Background: an optimization exercise with open tools, aiming at small area. Do not read the settings as production practice.

==> module MotorDriver, before the edit <==
module MotorDriver (
  input  logic       clock,
  input  logic       reset,
  input  logic       run_en,
  input  logic [9:0] target,     
  output logic       step
);
  localparam logic [26:0] R_INIT = 27'd99998978;    
  localparam logic [26:0] N_INIT = 27'd3;           
  logic        hi, lo;        
  logic [26:0] n;             
  logic [26:0] r;
  logic [8:0]  sn;            
  logic [8:0] xt;
  logic [9:0] gc;
  assign xt    = target[8:0] ^ {9{target[9]}};
  assign gc[0] = target[9];
  genvar i;
  generate for (i = 0; i < 9; i = i + 1) begin : g_gt
    assign gc[i+1] = (sn[i] & xt[i]) | (sn[i] & gc[i]) | (xt[i] & gc[i]);
  end endgenerate
  logic go, hend, gt, inc;
  assign go   = run_en & (|target);
  assign hend = n[8] & n[7] & n[6] & n[5] & n[4] & n[2] & n[1];    
  assign gt   = gc[9];
  assign inc  = hi | (lo & go & ~gt);
  logic [26:0] n1;
  logic [27:0] nc;
  assign n1[0] = ~n[0];
  assign nc[1] = n[0];
  generate for (i = 1; i < 27; i = i + 1) begin : g_n
    HA ha (.a(n[i]), .b(nc[i]), .s(n1[i]), .co(nc[i+1]));
  end endgenerate
  logic [8:0] t;
  logic [9:0] tc;
  assign t[0]  = ~(r[0] ^ sn[0]);
  assign tc[1] = r[0] | sn[0];
  generate for (i = 1; i < 9; i = i + 1) begin : g_t
    FA fa (.a(r[i]), .b(sn[i]), .ci(tc[i]), .s(t[i]), .co(tc[i+1]));
  end endgenerate
  logic b9, borrow;
  assign b9     = ~tc[9];
  assign borrow = b9 & ~(|r[26:9]);             
  logic [8:0] u;
  logic [9:0] uc;
  assign u[0]  = n[0] ^ t[0];
  assign uc[1] = n[0] & t[0];
  generate for (i = 1; i < 9; i = i + 1) begin : g_u
    FA fa (.a(n[i]), .b(t[i]), .ci(uc[i]), .s(u[i]), .co(uc[i+1]));
  end endgenerate
  logic [17:0] x, y;
  logic [18:0] xb;
  assign x     = r[26:9] | ({18{borrow}} & n[26:9]);    
  assign xb[0] = borrow ? ~uc[9] : b9;
  generate for (i = 0; i < 18; i = i + 1) begin : g_x
    assign y[i]    = x[i] ^ xb[i];
    assign xb[i+1] = ~x[i] & xb[i];
  end endgenerate
  logic [26:0] r_nx;
  assign r_nx = {y, borrow ? u : t};
  logic [8:0] sn1;
  logic [9:0] sb;
  assign sb[0] = borrow;
  generate for (i = 0; i < 9; i = i + 1) begin : g_s
    HA ha (.a(sn[i]), .b(sb[i]), .s(sn1[i]), .co(sb[i+1]));
  end endgenerate
  always_ff @(posedge clock) begin
    if (reset) begin
      hi <= 1'b0;
      lo <= 1'b0;
    end else begin
      hi <= (~hi & ~lo & go) | (hi & ~hend) | (lo & go & gt);
      lo <= (hi & hend) | (lo & go & ~gt);
    end
    if (reset || !inc) begin
      n <= N_INIT;
      r <= R_INIT;
      sn <= 9'd0;
    end else begin
      n <= n1;
      r <= r_nx;
      sn <= sn1;
    end
  end
  assign step = hi;
endmodule
==> module bb8_drive, before the edit <==
module bb8_drive (
  input  logic              clock,
  input  logic              reset,    
  input  logic              run_en,
  input  logic signed [8:0] pitch_kP, pitch_kI, pitch_kD,
  input  logic signed [8:0] yaw_kP, yaw_kI, yaw_kD,
  input  logic signed [9:0] mpu_pitch, mpu_yaw,
  input  logic signed [8:0] set_pitch, set_yaw,
  output logic signed [9:0] target_speed_left, target_speed_right,
  output logic              step_l, dir_l,
  output logic              step_r, dir_r,
  output logic              en_n
);
  ControlLoop controlloop (.clock(clock), .reset(reset),
                           .pitch_kP(pitch_kP), .pitch_kI(pitch_kI), .pitch_kD(pitch_kD),
                           .yaw_kP(yaw_kP), .yaw_kI(yaw_kI), .yaw_kD(yaw_kD),
                           .mpu_pitch(mpu_pitch[8:0]), .mpu_yaw(mpu_yaw[8:0]),
                           .set_pitch(set_pitch), .set_yaw(set_yaw),
                           .target_speed_left(target_speed_left),
                           .target_speed_right(target_speed_right));
  assign dir_l = ~target_speed_left[9];
  assign dir_r = ~target_speed_right[9];
  MotorDriver motor_l (.clock(clock), .reset(reset), .run_en(run_en), .target(target_speed_left), .step(step_l));
  MotorDriver motor_r (.clock(clock), .reset(reset), .run_en(run_en), .target(target_speed_right), .step(step_r));
  assign en_n = ~run_en;
endmodule
==> flow/config.mk <==
export PLATFORM = sky130hd
export DESIGN_NAME = bb8_drive
export DESIGN_NICKNAME = bb8_drive
export VERILOG_FILES = /design/flow/design.v
export SDC_FILE = /design/flow/constraint.sdc
export NUM_CORES = 4
export LEC_CHECK = 0
export CAP_MARGIN = 20
export CORE_MARGIN = 2
export CORE_UTILIZATION = 40
export SLEW_MARGIN = 20
export SYNTH_HIERARCHICAL = 1
==> flow/constraint.sdc <==
create_clock -name core_clock -period 130.0 [get_ports {clock}]
set_input_delay 26.0000 -clock core_clock [delete_from_list [all_inputs] [get_ports {clock}]]
set_output_delay 26.0000 -clock core_clock [all_outputs]
set_load 0.01 [all_outputs]
standard.sh (not shown) runs the stock make flow with config.mk's settings and CLKGATE_MAP_FILE= SYNTH_SCRIPT=/design/flow/synth_recipe.tcl, a recipe that flattens the netlist after the stock synthesis.
==> flow/flow/run.sh <==
#!/bin/bash
# Own layout flow: the standard ORFS flow (standard.sh) with these
# settings changed, to keep the buffering the layout adds small:
#  - the buffer put on every input and output port is the smallest buffer,
#    sky130_fd_sc_hd__buf_1 (BUFFER_PORTS_ARGS); repair_design still fixes any
#    slew or capacitance it causes;
#  - the buffers ABC inserts are removed at floorplan (REMOVE_ABC_BUFFERS=1)
#    and global placement is not timing driven, so it keeps no buffers of its
#    own (the clock period leaves > 50 ns of slack);
#  - clock tree: clkbuf_8 buffers and no dummy loads (CTS_ARGS).
# Synthesis, floorplan, power grid, taps and routing are the standard flow.
# make's output goes to flow_make.log; each ORFS step keeps its own log under
# orfs/logs/.
set -euo pipefail
bash standard.sh \
  "BUFFER_PORTS_ARGS=-buffer_cell sky130_fd_sc_hd__buf_1" \
  REMOVE_ABC_BUFFERS=1 \
  GPL_TIMING_DRIVEN=0 \
  "CTS_ARGS=-sink_clustering_enable -repair_clock_nets -dont_use_dummy_load -buf_list sky130_fd_sc_hd__clkbuf_8" \
  finish > flow_make.log 2>&1
Change:
--- a/flow/design.v
+++ b/flow/design.v
@@ -1005,34 +1005,27 @@
 module MotorDriver (
   input  logic       clock,
   input  logic       reset,
   input  logic       run_en,
-  input  logic [9:0] target,     
+  input  logic [8:0] speed,
   output logic       step
 );
   localparam logic [26:0] R_INIT = 27'd99998978;    
   localparam logic [26:0] N_INIT = 27'd3;           
   logic        hi, lo;        
   logic [26:0] n;             
   logic [26:0] r;
   logic [8:0]  sn;            
-  logic [8:0] xt;
-  logic [9:0] gc;
-  assign xt    = target[8:0] ^ {9{target[9]}};
-  assign gc[0] = target[9];
-  genvar i;
-  generate for (i = 0; i < 9; i = i + 1) begin : g_gt
-    assign gc[i+1] = (sn[i] & xt[i]) | (sn[i] & gc[i]) | (xt[i] & gc[i]);
-  end endgenerate
   logic go, hend, gt, inc;
-  assign go   = run_en & (|target);
+  assign go   = run_en & (|speed);
   assign hend = n[8] & n[7] & n[6] & n[5] & n[4] & n[2] & n[1];    
-  assign gt   = gc[9];
+  assign gt   = speed > ~sn;
   assign inc  = hi | (lo & go & ~gt);
   logic [26:0] n1;
   logic [27:0] nc;
   assign n1[0] = ~n[0];
   assign nc[1] = n[0];
+  genvar i;
   generate for (i = 1; i < 27; i = i + 1) begin : g_n
     HA ha (.a(n[i]), .b(nc[i]), .s(n1[i]), .co(nc[i+1]));
   end endgenerate
   logic [8:0] t;
@@ -1111,10 +1104,22 @@
                            .mpu_pitch(mpu_pitch[8:0]), .mpu_yaw(mpu_yaw[8:0]),
                            .set_pitch(set_pitch), .set_yaw(set_yaw),
                            .target_speed_left(target_speed_left),
                            .target_speed_right(target_speed_right));
-  assign dir_l = ~target_speed_left[9];
-  assign dir_r = ~target_speed_right[9];
-  MotorDriver motor_l (.clock(clock), .reset(reset), .run_en(run_en), .target(target_speed_left), .step(step_l));
-  MotorDriver motor_r (.clock(clock), .reset(reset), .run_en(run_en), .target(target_speed_right), .step(step_r));
+  logic [8:0] speed_l, speed_r;
+  assign dir_l   = ~target_speed_left[9];
+  assign dir_r   = ~target_speed_right[9];
+  logic [8:0] xl, xr;
+  logic [9:0] cl, cr;
+  assign xl = target_speed_left[8:0]  ^ {9{target_speed_left[9]}};
+  assign xr = target_speed_right[8:0] ^ {9{target_speed_right[9]}};
+  assign cl[0] = target_speed_left[9];
+  assign cr[0] = target_speed_right[9];
+  genvar i;
+  generate for (i = 0; i < 9; i = i + 1) begin : g_abs
+    HA hal (.a(xl[i]), .b(cl[i]), .s(speed_l[i]), .co(cl[i+1]));
+    HA har (.a(xr[i]), .b(cr[i]), .s(speed_r[i]), .co(cr[i+1]));
+  end endgenerate
+  MotorDriver motor_l (.clock(clock), .reset(reset), .run_en(run_en), .speed(speed_l), .step(step_l));
+  MotorDriver motor_r (.clock(clock), .reset(reset), .run_en(run_en), .speed(speed_r), .step(step_r));
   assign en_n = ~run_en;
 endmodule
Outcome: The new run went through all stages and came out clean; hold slack stays flat; routed wire length went up by 0.57%; via count is about the same; count of clock-buffer cells in the layout does not change; final area came out higher by 0.63%; sequential share of layout area barely changes; die area grows by 1.0%; fmax stays flat; utilization hardly moves; synthesized cell count stays flat; clock skew decreases by 0.0075 ns; global-route usage shrinks by 0.45 points.
No functional check of the RTL was part of any run of this note.

==> afterwards: timing with drivers on the ports <==
Ports are ideal in the flow. The routed layouts listed here were re-timed in OpenROAD.
Step 1, drivers: a clkbuf_16 drives clock and a buf_2 each remaining input, both assumed.
Step 2 also shifts input and output timing later by t, the mid clock arrival at the registers, as if the neighbouring blocks saw the same clock.
Three values: ideal ports, drivers, drivers and shift; two values: the first two.
run | shift t [ns] | slack for setup (ns) | worst hold slack (ns) | worst setup path at the end | clock arrival spread, ns
the first run | 0.569 | 52.354 / 52.331 / 52.331 | 0.433 / 0.433 / 0.433 | input to output | 0.042 / 0.042
the second run | 0.558 | 52.431 / 52.409 / 52.409 | 0.431 / 0.431 / 0.431 | input to output | 0.035 / 0.036
After both steps setup and hold are still met in every run listed. The setup slack of the first run, which loses most, moves by -0.023 ns with the drivers and by -0.023 ns with both steps.
